Context: an optimization exercise on an open-source flow, tuned for small area. The choices shown serve that exercise and are no tape-out recipe.
Function was checked by simulation only, so behaviour that the tests miss may differ from the original.
The clock input has no modelled driver; a real chip could not lean on it and would need a root buffer or a full tree.
Power figures rest on the tool's default switching activity, not on a simulated workload.

## red
==> flow/design.v <==
module preprocessor(input [15:0] xn, input acc, output [15:0] r);
  reg [16:0] yn, y, ea, eb;
  reg [18:0] A, aa, ab, Pm;
  reg [19:0] Qn, qa, qb;
  reg [25:0] m, ma, mb;
  reg s, pos, neg, c;
  integer i;
  always @* begin
    s = ~xn[15];
    pos = xn[15] & ~xn[14];
    neg = ~xn[15] & (xn[14] | &xn[13:0]);
    ea = {xn[15], xn};
    eb = ~{{16{neg}}, pos | neg};
    c = 1'b1;
    for (i = 0; i < 17; i = i + 1) begin
      yn[i] = ea[i] ^ eb[i] ^ c;
      c = (ea[i] & eb[i]) | (c & (ea[i] ^ eb[i]));
    end
    y = ~yn;
    aa = {{2{y[16]}}, y};
    ab = {y[16], y, 1'b0};
    A[0] = y[0];
    c = 1'b1;
    for (i = 1; i < 19; i = i + 1) begin
      A[i] = aa[i] ^ ab[i] ^ c;
      c = (aa[i] & ab[i]) | (c & (aa[i] ^ ab[i]));
    end
    Pm = acc ? A : {y[16], y, 1'b1, 1'b0};
    qa = {yn[16], yn[16], yn, 3'b111};
    qb = acc ? {{3{yn[16]}}, yn} : {yn[16], yn, ~s, ~s};
    c = 1'b1;
    for (i = 0; i < 20; i = i + 1) begin
      Qn[i] = qa[i] ^ qb[i] ^ c;
      c = (qa[i] & qb[i]) | (c & (qa[i] ^ qb[i]));
    end
    ma = {Pm, 7'b0};
    mb = {{6{Qn[19]}}, Qn};
    c = ~s;
    for (i = 0; i < 26; i = i + 1) begin
      m[i] = ma[i] ^ mb[i] ^ c;
      c = (ma[i] & mb[i]) | (c & (ma[i] ^ mb[i]));
    end
  end
  assign r = m[24:9];
endmodule
`timescale 1ns / 1ps
module attitude_estimation(
    input clk,
    input reset,
    output SCLK,
    output MOSI,
    input  MISO_G,
    output SS_G,
    input  MISO_A,
    output SS_A,
    output [15:0] gyro_x,
    output [15:0] gyro_y,
    output [15:0] accl_x,
    output [15:0] accl_y,
    output [15:0] accl_z
    );
    reg [3:0] c; reg [2:0] j; reg a, b1, b2;
    wire gyro = ~a & (b1 | b2);
    wire ovh = j[2];
    wire c15 = &c;
    always @(posedge clk)
        if (reset) begin c <= 4'd12; j <= 3'd4; {a, b1, b2} <= 3'b000; end
        else begin
            c <= (c15 & (j == 3)) ? 4'd12 : c + 4'd1;
            if (c15) begin
                case (j)
                  0: j <= gyro ? 3'd2 : 3'd1;
                  1: j <= 3'd2;
                  2: j <= 3'd3;
                  3: j <= 3'd4;
                  default: j <= 3'd0;
                endcase
                if (ovh) case ({a, b1, b2})
                  3'b010: {a, b1, b2} <= 3'b001;
                  3'b001: {a, b1, b2} <= 3'b110;
                  3'b110: {a, b1, b2} <= 3'b101;
                  3'b101: {a, b1, b2} <= 3'b111;
                  default: {a, b1, b2} <= 3'b010;
                endcase
            end
        end
    wire act = ~ovh | (c == 12);
    assign SS_G = ~(gyro & act);
    assign SS_A = ~(a & act);
    assign SCLK = c[0] & ~ovh;
    wire [2:0] bi = c[3:1];
    assign MOSI = (j == 0) & ((bi == 6 & b1) | (bi == 5 & b2) | (bi == 3 & a));
    wire sample = ~ovh & j[1] & ~c[0];
    wire wb = (c == 14) & ovh;
    wire upd = wb & a & b1 & b2;
    wire acc = a;
    reg [16:0] rw;
    always @(posedge clk)
        rw <= {rw[15:0], sample ? ~(a ? MISO_A : MISO_G) : rw[16]};
    wire [15:0] xn = {rw[0], rw[15], rw[13], rw[11], rw[9], rw[7], rw[5], rw[3],
                     rw[16], rw[14], rw[12], rw[10], rw[8], rw[6], rw[4], rw[2]};
    wire [15:0] r;
    preprocessor pp (.xn(xn), .acc(acc), .r(r));
    reg [63:0] rp;
    wire [63:0] rpn;
    genvar g;
    generate for (g = 0; g < 64; g = g + 1) begin : ring
        if ((g % 16) < 4)
            assign rpn[g] = wb ? r[4*(g/16) + g%16] : rp[(g + 63) % 64];
        else
            assign rpn[g] = rp[(g + 63) % 64];
    end endgenerate
    always @(posedge clk) rp <= rpn;
    wire [15:0] p0, p1, p2, p3;
    generate for (g = 0; g < 16; g = g + 1) begin : pk
        assign p0[g] = rp[(16*(g/4) + g%4 + 255) % 64];
        assign p1[g] = rp[(16*(g/4) + g%4 + 203) % 64];
        assign p2[g] = rp[(16*(g/4) + g%4 + 135) % 64];
        assign p3[g] = rp[(16*(g/4) + g%4 + 67) % 64];
    end endgenerate
    wire ld = upd & ~reset;
    wire hd = ~upd & ~reset;
    reg [79:0] O;
    always @(posedge clk)
        O <= ({p0, p1, p2, p3, r} & {80{ld}}) | (O & {80{hd}});
    assign {gyro_x, gyro_y, accl_x, accl_y, accl_z} = O;
endmodule
clock: 16.0 ns
lec_check: 0
cap_margin: 20
core_margin: 2
core_utilization: 70
cts_buf_list: sky130_fd_sc_hd__clkbuf_8
place_density: 0.8
slew_margin: 20
standard.sh (not shown) runs the stock make flow with config.mk's settings and CLKGATE_MAP_FILE= SYNTH_SCRIPT=/design/flow/synth_recipe.tcl, a recipe that flattens the netlist after the stock synthesis.
==> flow/flow/run.sh <==
#!/bin/bash
# Standard layout, except: port buffers use the smallest buffer cell, and
# the clock tree is one root buffer feeding LEAF_COUNT leaf buffers, each
# driving one cluster of nearby flip-flops (flow/cts_hook.tcl).
set -euo pipefail
export BUFFER_PORTS_ARGS="-buffer_cell sky130_fd_sc_hd__buf_1"
export PRE_CTS_TCL="$PWD/flow/cts_hook.tcl"
export LEAF_COUNT=9
export ROOT_CELL=sky130_fd_sc_hd__clkbuf_4
export LEAF_CELL=sky130_fd_sc_hd__clkbuf_8
bash standard.sh finish > standard_finish.log 2>&1
==> flow/flow/cts_hook.tcl <==
# Clock tree: instead of TritonCTS's H-tree, the clock port drives a few
# leaf clock buffers directly, each feeding one cluster of nearby
# flip-flops (recursive median bisection of the placed flip-flop positions).
set ::leaf_count [expr {[info exists ::env(LEAF_COUNT)] ? $::env(LEAF_COUNT) : 4}]
set ::leaf_cell [expr {[info exists ::env(LEAF_CELL)] ? $::env(LEAF_CELL) : "sky130_fd_sc_hd__clkbuf_8"}]
set ::root_cell [expr {[info exists ::env(ROOT_CELL)] ? $::env(ROOT_CELL) : ""}]

rename clock_tree_synthesis orfs_clock_tree_synthesis
proc clock_tree_synthesis {args} {
  set block [ord::get_db_block]
  set net [$block findNet clk]
  set its {}
  set xs {}
  set ys {}
  foreach it [$net getITerms] {
    set inst [$it getInst]
    set bb [$inst getBBox]
    lappend its $it
    lappend xs [expr {([$bb xMin] + [$bb xMax]) / 2.0}]
    lappend ys [expr {([$bb yMin] + [$bb yMax]) / 2.0}]
  }
  set n [llength $its]
  set k $::leaf_count
  # balanced clusters: split a group that is to hold kk clusters at the
  # matching quantile of the longer side of its bounding box, recursively
  set todo [list [list [lsearch -all [lrepeat $n 1] 1] $k]]
  set groups {}
  while {[llength $todo] > 0} {
    lassign [lindex $todo 0] grp kk
    set todo [lrange $todo 1 end]
    if {$kk == 1} { lappend groups $grp; continue }
    set gx [lmap i $grp {lindex $xs $i}]
    set gy [lmap i $grp {lindex $ys $i}]
    set w [expr {[tcl::mathfunc::max {*}$gx] - [tcl::mathfunc::min {*}$gx]}]
    set h [expr {[tcl::mathfunc::max {*}$gy] - [tcl::mathfunc::min {*}$gy]}]
    if {$w >= $h} { set key $gx } else { set key $gy }
    set srt [lsort -real -indices $key]
    set k1 [expr {$kk / 2}]
    set cut [expr {([llength $grp] * $k1 + $kk / 2) / $kk}]
    lappend todo [list [lmap j [lrange $srt 0 [expr {$cut - 1}]] {lindex $grp $j}] $k1]
    lappend todo [list [lmap j [lrange $srt $cut end] {lindex $grp $j}] [expr {$kk - $k1}]]
  }
  set asg [lrepeat $n 0]
  set cx {}
  set cy {}
  for {set c 0} {$c < $k} {incr c} {
    set sx 0.0; set sy 0.0
    foreach i [lindex $groups $c] {
      lset asg $i $c
      set sx [expr {$sx + [lindex $xs $i]}]
      set sy [expr {$sy + [lindex $ys $i]}]
    }
    set m [llength [lindex $groups $c]]
    lappend cx [expr {$sx / $m}]
    lappend cy [expr {$sy / $m}]
  }
  set master [[ord::get_db] findMaster $::leaf_cell]
  set src $net
  if {$::root_cell ne ""} {
    # one root buffer, at the mean of the cluster centres, between the
    # clock port and the leaf buffers
    set rb [odb::dbInst_create $block [[ord::get_db] findMaster $::root_cell] "clkroot"]
    set src [odb::dbNet_create $block "clknet_root"]
    $src setSigType CLOCK
    [$rb findITerm A] connect $net
    [$rb findITerm X] connect $src
    set sx 0.0; set sy 0.0
    for {set c 0} {$c < $k} {incr c} {
      set sx [expr {$sx + [lindex $cx $c]}]
      set sy [expr {$sy + [lindex $cy $c]}]
    }
    $rb setLocation [expr {int($sx / $k)}] [expr {int($sy / $k)}]
    $rb setPlacementStatus PLACED
  }
  for {set c 0} {$c < $k} {incr c} {
    set b [odb::dbInst_create $block $master "clkleaf_$c"]
    set ln [odb::dbNet_create $block "clknet_leaf_$c"]
    $ln setSigType CLOCK
    [$b findITerm A] connect $src
    [$b findITerm X] connect $ln
    set m 0
    for {set i 0} {$i < $n} {incr i} {
      if {[lindex $asg $i] == $c} {
        set it [lindex $its $i]
        $it disconnect
        $it connect $ln
        incr m
      }
    }
    $b setLocation [expr {int([lindex $cx $c])}] [expr {int([lindex $cy $c])}]
    $b setPlacementStatus PLACED
    puts "clock leaf $c: $m sinks at [lindex $cx $c] [lindex $cy $c]"
  }
  set_propagated_clock [all_clocks]
}
red finished all stages; the layout is clean.
For blue, these inputs were changed with respect to red:
diff --git a/flow/flow/run.sh b/flow/flow/run.sh
--- a/flow/flow/run.sh
+++ b/flow/flow/run.sh
@@ -6,6 +6,6 @@
 export BUFFER_PORTS_ARGS="-buffer_cell sky130_fd_sc_hd__buf_1"
 export PRE_CTS_TCL="$PWD/flow/cts_hook.tcl"
-export LEAF_COUNT=9
-export ROOT_CELL=sky130_fd_sc_hd__clkbuf_4
+export LEAF_COUNT=10
+export ROOT_CELL=sky130_fd_sc_hd__clkbuf_8
 export LEAF_CELL=sky130_fd_sc_hd__clkbuf_8
 bash standard.sh finish > standard_finish.log 2>&1
[summary]
Looking at wire length the detailed router placed on met1 across blue and red, the one that comes out lower is blue. Going from red to blue, average wire per standard cell went up about 0.7%, utilization higher, achievable clock frequency stayed essentially flat. Worst hold-check slack came out lower on blue than on red.
### blue -> green
diff --git a/flow/flow/run.sh b/flow/flow/run.sh
--- a/flow/flow/run.sh
+++ b/flow/flow/run.sh
@@ -6,6 +6,6 @@
 export BUFFER_PORTS_ARGS="-buffer_cell sky130_fd_sc_hd__buf_1"
 export PRE_CTS_TCL="$PWD/flow/cts_hook.tcl"
-export LEAF_COUNT=10
+export LEAF_COUNT=16
 export ROOT_CELL=sky130_fd_sc_hd__clkbuf_8
-export LEAF_CELL=sky130_fd_sc_hd__clkbuf_8
+export LEAF_CELL=sky130_fd_sc_hd__clkbuf_4
 bash standard.sh finish > standard_finish.log 2>&1
[summary]
- Of green and blue, the run reporting the lower utilization was green.
- green ends up with a via count of the routed design that is 64 higher than in blue.
- The routed via count divided by cell count number comes out higher for green vs blue.
- According to the power report, total power for green is lower than for blue.
- [diff] first-iteration DRC count, green relative to blue: improvement
- Per the comparison of green with blue, summed area of non-filler cells in the final layout was more or less identical, total track usage flat.
- From blue to green the numbers moved as follows: final-stage net count increased by 6 relative to the old numbers, slew at the pin closest to its max-slew limit down 0.0037 ns, net load switching power moved up, source-to-sink clock delay at the later pin of the worst-skew pair went up.
## Diff of input files: orange against green
diff --git a/flow/flow/run.sh b/flow/flow/run.sh
--- a/flow/flow/run.sh
+++ b/flow/flow/run.sh
@@ -6,6 +6,6 @@
 export BUFFER_PORTS_ARGS="-buffer_cell sky130_fd_sc_hd__buf_1"
 export PRE_CTS_TCL="$PWD/flow/cts_hook.tcl"
-export LEAF_COUNT=16
-export ROOT_CELL=sky130_fd_sc_hd__clkbuf_8
-export LEAF_CELL=sky130_fd_sc_hd__clkbuf_4
+export LEAF_COUNT=5
+export ROOT_CELL=sky130_fd_sc_hd__clkbuf_4
+export LEAF_CELL=sky130_fd_sc_hd__clkbuf_16
 bash standard.sh finish > standard_finish.log 2>&1
==> summary.txt <==
Wire length after detailed routing went up slightly going from green to orange.
Time the final worst path needs with I/O delays and setup: orange > green
[orange] final period utilization rose 0.18 points relative to green
Lower via-per-instance ratio goes to green over orange.
Where initial DRC count is concerned, green is better than orange.
Relative to green, total met3 wirelength after detailed routing has decreased by about 5% in orange.
Post-cts gate resize count came out exactly the same in orange and green.
Setup slack in orange is smaller than in green.
The total power on green is in line with that on orange.
Utilization: orange vs green — no meaningful difference
The inputs of purple differ from those of orange as listed below.
diff --git a/flow/flow/run.sh b/flow/flow/run.sh
--- a/flow/flow/run.sh
+++ b/flow/flow/run.sh
@@ -6,6 +6,6 @@
 export BUFFER_PORTS_ARGS="-buffer_cell sky130_fd_sc_hd__buf_1"
 export PRE_CTS_TCL="$PWD/flow/cts_hook.tcl"
-export LEAF_COUNT=5
-export ROOT_CELL=sky130_fd_sc_hd__clkbuf_4
-export LEAF_CELL=sky130_fd_sc_hd__clkbuf_16
+export LEAF_COUNT=18
+export ROOT_CELL=sky130_fd_sc_hd__clkbuf_8
+export LEAF_CELL=sky130_fd_sc_hd__clkbuf_4
 bash standard.sh finish > standard_finish.log 2>&1
Compared with orange, purple shows a higher final-stage net count. Shortest clock period the worst path allows after layout: purple < orange. orange -> purple: number of multi-input logic gates delta 0, exact match. Final cell count without fillers: purple > orange. | utilization after layout | lower: orange |. Per the comparison of purple with orange, global-route usage roughly the same; worst setup margin higher; placed wire-length estimate roughly the same.
In every run of this note, the design's own scripts or RTL, not TritonCTS, make the clock network.

-- port drivers added, routing unchanged --
In the flow no input, the clock included, has a driving cell. The finished layouts below were timed again as built, in two steps.
Step 1: set_driving_cell puts a clkbuf_16 on clk and a buf_2 on each other input, an assumption about the parent block.
Step 2 moves the port delays by t, midway between the first and last clock arrival at a register: inputs arrive t later, outputs are due t later. That takes back most of the time a late clock gives input paths.
Slacks: ideal ports / drivers / drivers and shift; pairs: ideal ports / drivers.
run	shift t [ns]	setup WS [ns]	clock arrival spread, ns	worst register clock-pin slew, ns	worst slew at a driven data input, ns
red	0.518	2.822 / 2.822 / 2.822	0.021 / 0.022	0.12 / 0.12	0.03
blue	0.433	2.823 / 2.823 / 2.823	0.023 / 0.022	0.12 / 0.12	0.03
green	0.464	2.840 / 2.840 / 2.840	0.025 / 0.025	0.12 / 0.12	0.03
orange	0.498	2.811 / 2.811 / 2.811	0.013 / 0.013	0.12 / 0.12	0.03
purple	0.452	2.841 / 2.841 / 2.841	0.024 / 0.024	0.11 / 0.11	0.03
After both steps every run listed still meets setup and hold.
